Background: an optimization exercise with open tools, aiming at small area. Do not read the settings as production practice. At most, simulation tests tie the RTL to the original design; equivalence was not proved. No activity file was given, so power comes from the tool's default toggle rates.

==> flow/design.v <==
module Order3(
    output wire [2:0] sel_min,    
    output wire [2:0] sel_mid,
    output wire [2:0] sel_max,
    input  wire       xab, xbc, xac
);
    assign sel_min = { ~xac & ~xbc,  ~xab &  xbc,  xab &  xac };
    assign sel_max = {  xac &  xbc,   xab & ~xbc, ~xab & ~xac };
    assign sel_mid = {  xac ^  xbc, ~(xab ^ xbc),  xab ^  xac };
endmodule
module Ascending_Sorter_3inputs_8bits(
    output wire [2:0] sel_min,    
    output wire [2:0] sel_mid,
    output wire [2:0] sel_max,
    input  wire       xab, ma, mb
);
    assign sel_min = { xab ? ma : mb, ~xab & ~mb,  xab & ~ma };
    assign sel_max = { xab ? mb : ma,  xab & ~mb, ~xab & ~ma };
    assign sel_mid = { ~ma & ~mb,      mb,         ma        };
endmodule
module Le_8bits(output wire le, input wire [7:0] a, input wire [7:0] b);
    wire [3:0] l2, g2;
    wire [1:0] l4, g4;
    genvar i;
    generate
        for (i = 0; i < 4; i = i + 1) begin : t2
            assign l2[i] = (~a[2*i+1] & b[2*i+1]) | (~a[2*i+1] & ~a[2*i] & b[2*i]) | (b[2*i+1] & ~a[2*i] & b[2*i]);
            assign g2[i] = (a[2*i+1] & ~b[2*i+1]) | (a[2*i+1] & a[2*i] & ~b[2*i]) | (~b[2*i+1] & a[2*i] & ~b[2*i]);
        end
        for (i = 0; i < 2; i = i + 1) begin : t4
            assign l4[i] = l2[2*i+1] | (~g2[2*i+1] & l2[2*i]);
            assign g4[i] = g2[2*i+1] | (~l2[2*i+1] & g2[2*i]);
        end
    endgenerate
    assign le = ~(g4[1] | (~l4[1] & g4[0]));
endmodule
module Sel3_8bits(output wire [7:0] y, input wire [2:0] s,
                  input wire [7:0] a, input wire [7:0] b, input wire [7:0] c);
    assign y = ({8{s[0]}} & a) | ({8{s[1]}} & b) | ({8{s[2]}} & c);
endmodule
module Median_Finder_9inputs_8bits(
    output wire [7:0] med,
    input  wire [7:0] x, y, z
);
    wire xy, yz, xz;
    wire [2:0] smin, smid, smax;
    Le_8bits Cxy(.le(xy), .a(x), .b(y));
    Le_8bits Cyz(.le(yz), .a(y), .b(z));
    Le_8bits Cxz(.le(xz), .a(x), .b(z));
    Order3 Ord(.sel_min(smin), .sel_mid(smid), .sel_max(smax),
                     .xab(xy), .xbc(yz), .xac(xz));
    Sel3_8bits Mux(.y(med), .s(smid), .a(x), .b(y), .c(z));
endmodule
module Median_Filter #(
    parameter WIDTH  = 32,
    parameter HEIGHT = 24
)(
    output wire [7:0] median_pixel,
    output wire       out_valid,
    input  wire [7:0] pixel_in,
    input  wire       in_valid,
    input  wire       rst,
    input  wire       clk
);
    localparam N = 2 * WIDTH;
    reg  [7:0] sr [0:N-1];
    integer i;
    always @(posedge clk)
        if (in_valid) begin
            sr[0] <= pixel_in;
            for (i = 1; i < N; i = i + 1) sr[i] <= sr[i-1];
        end
    reg  [$clog2(WIDTH)-1:0]  col;
    reg  [$clog2(HEIGHT)-1:0] row;
    reg                       row0, row1;    
    reg                       primed;    
    reg                       valid0, valid1, valid2;
    wire last_col = (col == WIDTH - 1);
    always @(posedge clk) begin
        if (rst) begin
            col    <= 0;
            row    <= 0;
            row0   <= 1'b1;
            row1   <= 1'b0;
            primed <= 1'b0;
            valid0 <= 1'b0;
            valid1 <= 1'b0;
            valid2 <= 1'b0;
        end else begin
            valid0 <= in_valid & primed;
            valid1 <= valid0;
            valid2 <= valid1;
            if (in_valid) begin
                col <= col + 1'b1;
                if (last_col) begin
                    row  <= (row == HEIGHT - 1) ? 0 : row + 1'b1;
                    row0 <= (row == HEIGHT - 1);
                    row1 <= row0;
                end
                if (row1 && col == 0) primed <= 1'b1;
            end
        end
    end
    wire [7:0] qa = row1 ? 8'd0 : sr[2*WIDTH-1];
    wire [7:0] qb = sr[WIDTH-1];
    wire [7:0] qc = row0 ? 8'd0 : pixel_in;
    wire xab, xbc, xac;
    Le_8bits Cab(.le(xab), .a(qa), .b(qb));
    Le_8bits Cbc(.le(xbc), .a(qb), .b(qc));
    Le_8bits Cac(.le(xac), .a(qa), .b(qc));
    wire [2:0] qs_min, qs_mid, qs_max;
    Order3 OQ(.sel_min(qs_min), .sel_mid(qs_mid), .sel_max(qs_max),
              .xab(xab), .xbc(xbc), .xac(xac));
    wire [7:0] q_min, q_mid, q_max;
    Sel3_8bits SQn(.y(q_min), .s(qs_min), .a(qa), .b(qb), .c(qc));
    Sel3_8bits SQd(.y(q_mid), .s(qs_mid), .a(qa), .b(qb), .c(qc));
    Sel3_8bits SQx(.y(q_max), .s(qs_max), .a(qa), .b(qb), .c(qc));
    reg [7:0] r_min, r_mid, r_max, m_min, m_mid, m_max, l_min, l_mid, l_max;
    always @(posedge clk)
        if (in_valid) begin
            r_min <= q_min;  r_mid <= q_mid;  r_max <= q_max;
            m_min <= r_min;  m_mid <= r_mid;  m_max <= r_max;
            l_min <= m_min;  l_mid <= m_mid;  l_max <= m_max;
        end
    wire lmask = (col == 2);            
    wire rmask = (col == 1);            
    wire n_mr, n_lr, d_mr, d_lr, x_mr, x_lr;
    Le_8bits Cn1(.le(n_mr), .a(m_min), .b(r_min));
    Le_8bits Cn2(.le(n_lr), .a(l_min), .b(r_min));
    Le_8bits Cd1(.le(d_mr), .a(m_mid), .b(r_mid));
    Le_8bits Cd2(.le(d_lr), .a(l_mid), .b(r_mid));
    Le_8bits Cx1(.le(x_mr), .a(m_max), .b(r_max));
    Le_8bits Cx2(.le(x_lr), .a(l_max), .b(r_max));
    reg n_lm, d_lm, x_lm;
    always @(posedge clk)
        if (in_valid) begin
            n_lm <= n_mr;
            d_lm <= d_mr;
            x_lm <= x_mr;
        end
    wire [2:0] nmin, nmid, nmax, dmin, dmid, dmax, xmin, xmid, xmax;
    Order3 ON(.sel_min(nmin), .sel_mid(nmid), .sel_max(nmax),
        .xab(lmask | n_lm), .xbc(~rmask & n_mr), .xac(lmask | (~rmask & n_lr)));
    Order3 OD(.sel_min(dmin), .sel_mid(dmid), .sel_max(dmax),
        .xab(lmask | d_lm), .xbc(~rmask & d_mr), .xac(lmask | (~rmask & d_lr)));
    Order3 OX(.sel_min(xmin), .sel_mid(xmid), .sel_max(xmax),
        .xab(lmask | x_lm), .xbc(~rmask & x_mr), .xac(lmask | (~rmask & x_lr)));
    wire [7:0] max_of_min, mid_of_mid, min_of_max;
    Sel3_8bits SN(.y(max_of_min), .s(nmax), .a(l_min), .b(m_min), .c(r_min));
    Sel3_8bits SD(.y(mid_of_mid), .s(dmid), .a(l_mid), .b(m_mid), .c(r_mid));
    Sel3_8bits SX(.y(min_of_max), .s(xmin & {~rmask, 1'b1, ~lmask}),
                  .a(l_max), .b(m_max), .c(r_max));
    reg [7:0] s_x, s_y, s_z;
    always @(posedge clk) begin
        s_x <= max_of_min;
        s_y <= mid_of_mid;
        s_z <= min_of_max;
    end
    wire [7:0] med;
    Median_Finder_9inputs_8bits Kernel(.med(med), .x(s_x), .y(s_y), .z(s_z));
    reg [7:0] med_q;
    always @(posedge clk) med_q <= med;
    assign median_pixel = med_q;
    assign out_valid    = valid2;
endmodule
Settings: LEC_CHECK=0, CAP_MARGIN=20, CORE_MARGIN=2, CORE_UTILIZATION=65, CTS_BUF_LIST=sky130_fd_sc_hd__clkbuf_16, CTS_CLUSTER_DIAMETER=60, CTS_CLUSTER_SIZE=25, SLEW_MARGIN=20; clock period 2.8 ns.
run.sh (not shown) runs the stock make flow with config.mk's settings and CLKGATE_MAP_FILE= SYNTH_SCRIPT=/design/flow/synth_recipe.tcl, a recipe that flattens the netlist after the stock synthesis.
The starting point ran to the end with violations: setup timing.
Change:
--- a/flow/design.v
+++ b/flow/design.v
@@ -71,18 +71,15 @@
             for (i = 1; i < N; i = i + 1) sr[i] <= sr[i-1];
         end
     reg  [$clog2(WIDTH)-1:0]  col;
     reg  [$clog2(HEIGHT)-1:0] row;
-    reg                       row0, row1;    
     reg                       primed;    
     reg                       valid0, valid1, valid2;
     wire last_col = (col == WIDTH - 1);
     always @(posedge clk) begin
         if (rst) begin
             col    <= 0;
             row    <= 0;
-            row0   <= 1'b1;
-            row1   <= 1'b0;
             primed <= 1'b0;
             valid0 <= 1'b0;
             valid1 <= 1'b0;
             valid2 <= 1'b0;
@@ -91,20 +88,20 @@
             valid1 <= valid0;
             valid2 <= valid1;
             if (in_valid) begin
                 col <= col + 1'b1;
-                if (last_col) begin
-                    row  <= (row == HEIGHT - 1) ? 0 : row + 1'b1;
-                    row0 <= (row == HEIGHT - 1);
-                    row1 <= row0;
-                end
-                if (row1 && col == 0) primed <= 1'b1;
+                if (last_col) row <= (row == HEIGHT - 1) ? 0 : row + 1'b1;
+                if (row == 1 && col == 0) primed <= 1'b1;
             end
         end
     end
-    wire [7:0] qa = row1 ? 8'd0 : sr[2*WIDTH-1];
+    wire r0 = (row == 0);
+    wire r1 = (row == 1);
+    wire c0 = (col == 0);
+    wire c1 = (col == 1);
+    wire [7:0] qa = r1 ? 8'd0 : sr[2*WIDTH-1];
     wire [7:0] qb = sr[WIDTH-1];
-    wire [7:0] qc = row0 ? 8'd0 : pixel_in;
+    wire [7:0] qc = r0 ? 8'd0 : pixel_in;
     wire xab, xbc, xac;
     Le_8bits Cab(.le(xab), .a(qa), .b(qb));
     Le_8bits Cbc(.le(xbc), .a(qb), .b(qc));
     Le_8bits Cac(.le(xac), .a(qa), .b(qc));
@@ -121,10 +118,14 @@
             r_min <= q_min;  r_mid <= q_mid;  r_max <= q_max;
             m_min <= r_min;  m_mid <= r_mid;  m_max <= r_max;
             l_min <= m_min;  l_mid <= m_mid;  l_max <= m_max;
         end
-    wire lmask = (col == 2);            
-    wire rmask = (col == 1);            
+    reg lmask, rmask;
+    always @(posedge clk)
+        if (in_valid) begin
+            lmask <= c1;                
+            rmask <= c0;                
+        end
     wire n_mr, n_lr, d_mr, d_lr, x_mr, x_lr;
     Le_8bits Cn1(.le(n_mr), .a(m_min), .b(r_min));
     Le_8bits Cn2(.le(n_lr), .a(l_min), .b(r_min));
     Le_8bits Cd1(.le(d_mr), .a(m_mid), .b(r_mid));
Result:
- The changed run finished with timing, DRC and antenna clean
- setup slack improved by 0.25 ns
- sequential power is about the same
- utilization increases by 0.89 points
- routed wire length went up by 0.58%
- register-to-register slack gains 0.25 ns
For the first run of this note, only the layout was checked, not whether the RTL still works.

[what the ideal ports hide]
Ports are ideal in the flow. The routed layouts listed here were re-timed in OpenROAD. Step 1 sets driving cells, clkbuf_16 on the clock port and buf_2 on the other inputs (assumed; they add their load-dependent delay and slew). Step 2 times the ports against the registers' clock, not the clock port: input delays grow and output delays shrink by t, the midpoint of the rising clock arrivals with the driver on. Three values: no drivers, after step 1, after step 2; two values: the first two.
run	shift t [ns]	setup slack, ns	worst setup path at the end	latest minus earliest clock arrival (ns)
the first run	0.591	-0.178 / -0.178 / -0.718	input to register	0.024 / 0.025
the second run	0.585	0.074 / 0.074 / -0.459	input to register	0.027 / 0.028
With both steps, setup timing fails in the second run, where it was met with ideal ports. The setup slack of the first run, which loses most, moves by 0.000 ns with the drivers and by -0.540 ns with both steps.
